Context: an optimization exercise on an open-source flow, tuned for small area. The choices shown serve that exercise and are no tape-out recipe. The clock input has no modelled driver; a real chip could not lean on it and would need a root buffer or a full tree. Power and IR drop assume default switching activity.

Design led_controller, start of the top module:
module led_controller # (
    parameter T0H = 30,
    parameter T1H = 60,
    parameter T0L = 90,
    parameter T1L = 60,
    parameter TRST = 8000,
    parameter ADDR_WIDTH = 32,
    parameter PIXEL_WIDTH = 24,
    parameter PIXEL_OFFSET = 4
)(
        input wire clk,
        input wire aresetn,
        input wire [ADDR_WIDTH - 1:0] dout,
        output wire [ADDR_WIDTH - 1:0] addr,
        output wire en,
        output wire led_data,
        output wire [3:0] web,
        output wire rst
    );
    localparam Advance = 3'd0;
    localparam RequestPixelCount = 3'd1;
    localparam WaitForPixelCount = 3'd2;
    localparam SetPixelCount = 3'd3;
    localparam IsValidToContinue = 3'd4;
    localparam WaitForPixelValue = 3'd5;
    localparam GetPixelValue = 3'd6;
    localparam Sending = 3'd7;
    localparam [6:0] TSTART = 7'd3;                  
    localparam [6:0] TBIT = 7'd128 - (T0H + T0L + 2);  
    localparam [12:0] LSTART = 13'd8191 - TRST;      
    reg [2:0] cst;
    reg [31:0] pixelCount;
    reg [31:0] pixelIndex;
    reg [23:0] pixel;
    reg latch;       
    reg last;        
    reg tx;
    reg [4:0] tb;
    reg [6:0] tt;
    assign addr = {pixelIndex[29:0], 2'b00};
    assign web = 4'b0000;
    assign rst = 1'b0;
    wire tpre = !latch && tt < TBIT;                
    wire twait = !latch && tt == TSTART + 7'd1;
    wire tgo = !latch && tt == TSTART + 7'd2;
    wire tbitend = !latch && tt == 7'd127;
    wire hold = twait && cst != Sending;
    wire eq = pixelIndex == pixelCount;
    wire pcheck = !latch && tb == 5'd8 && tt == TBIT + 7'd2;
    wire check = cst == IsValidToContinue || pcheck;
    wire [12:0] tnext = {tx, tb, tt} + {12'd0, !hold};
  ...
Settings: LEC_CHECK=0, CAP_MARGIN=20, CORE_MARGIN=2, CORE_UTILIZATION=40, SLEW_MARGIN=20; clock period 10.0 ns.
standard.sh (not shown) runs the stock make flow with config.mk's settings and CLKGATE_MAP_FILE= SYNTH_SCRIPT=/design/flow/synth_recipe.tcl, a recipe that flattens the netlist after the stock synthesis.
==> flow/flow/run.sh <==
#!/bin/bash
# Layout flow: the standard ORFS flow (standard.sh) with these changes:
# * synthesis maps the logic with an area-recovering ABC script (flow/area.abc)
#   instead of ORFS's delay script; everything else in synthesis, including
#   the registers, is the standard synthesis (synth_recipe.tcl), except
#   that adders are left to ABC rather than premapped to half-adder cells;
# * the input and output ports are buffered with the smallest buffer;
# * the constant outputs share one tie cell;
# * after ORFS's clock tree synthesis, flow/clocktree.tcl rebuilds the clock
#   tree as one level of four buffers fed by the clock port, each driving the
#   flip-flops of one quarter of the layout; routing and the rest then run as
#   usual (with their timing repair).
# make's output goes to flow_make.log, the clock tree step's to clocktree.log;
# each ORFS step's own log is under orfs/logs/.
set -euo pipefail
W=$PWD
sed 's#^\( *\)log_cmd abc {\*}\$abc_args#\1set abc_args [lreplace $abc_args 1 1 '"$W"'/flow/area.abc]\n\1log_cmd abc {*}$abc_args#' \
    "$FLOW_HOME/scripts/synth.tcl" > my_synth.tcl
grep -q "flow/area.abc" my_synth.tcl
sed "s#source \$::env(SCRIPTS_DIR)/synth.tcl#source $W/my_synth.tcl#" synth_recipe.tcl > my_synth_recipe.tcl
grep -q "my_synth.tcl" my_synth_recipe.tcl
sed "s#SYNTH_SCRIPT=[^ ]*#SYNTH_SCRIPT=$W/my_synth_recipe.tcl#" standard.sh > my_standard.sh
grep -q "my_synth_recipe.tcl" my_standard.sh
export BUFFER_PORTS_ARGS="-buffer_cell sky130_fd_sc_hd__buf_1"
export SKIP_REPAIR_TIE_FANOUT=1
export ADDER_MAP_FILE=
export CTS_ARGS="-sink_clustering_enable -repair_clock_nets -dont_use_dummy_load -buf_list sky130_fd_sc_hd__clkbuf_8"
bash my_standard.sh synth floorplan place cts > flow_make.log 2>&1
R=orfs/results/$FLOW_PLATFORM/led_controller/base
LIB_FILE=$FLOW_HOME/platforms/$FLOW_PLATFORM/lib/sky130_fd_sc_hd__tt_025C_1v80.lib \
PLATFORM_DIR=$FLOW_HOME/platforms/$FLOW_PLATFORM \
IN_ODB=$R/4_cts.odb IN_SDC=$R/4_cts.sdc OUT_ODB=$R/4_cts.odb \
NLEAF=4 LEAF_BUF=sky130_fd_sc_hd__buf_12 CLK_PORT=clk \
    openroad -no_init -exit flow/clocktree.tcl > clocktree.log 2>&1
bash my_standard.sh finish >> flow_make.log 2>&1
==> flow/flow/area.abc <==
&get -n
&st
&deepsyn -J 100 -T 120
&dch -f
&nf -R 1000 -p
&put
topo
Other scripts of this flow, unchanged in this note and not shown: flow/flow/clocktree.tcl
Change:
==> flow/flow/area.abc (replaced) <==
&get -n
&st
&deepsyn -I 4 -J 100 -T 300
&dch -f
&nf -R 1000 -p -C 32 -F 10 -A 10
&put
topo
=> Core utilization falls by 0.27 points; synthesized cell count is lower by a few percent; setup slack is worse by 0.071 ns; cell count falls slightly; routed wire length decreases slightly; combinational power goes up slightly.
No run of this note included a check of the RTL's function; only the layout flow was run. No run of this note takes its clock network from TritonCTS; it comes from the design's own scripts or RTL.

==> static timing again, ports no longer ideal <==
No port has a modelled driver above. Below, the same layouts with a new extraction and two added sets of constraints. Step 1 assumes that a clkbuf_16 drives the clock port and a buf_2 every other input. Step 2 also shifts input and output timing later by t, the mid clock arrival at the registers, as if the neighbouring blocks saw the same clock. a / b / c = no drivers / after step 1 / after step 2; a / b = the first two.
run	t (ns)	slack for setup (ns)	slew at the worst register clock pin (ns)	worst data-port slew with drivers (ns)
the first run	0.222	3.417 / 3.417 / 3.417	0.11 / 0.11	0.03
the second run	0.218	3.346 / 3.346 / 3.346	0.11 / 0.11	0.04
After both steps every run listed still meets setup and hold.
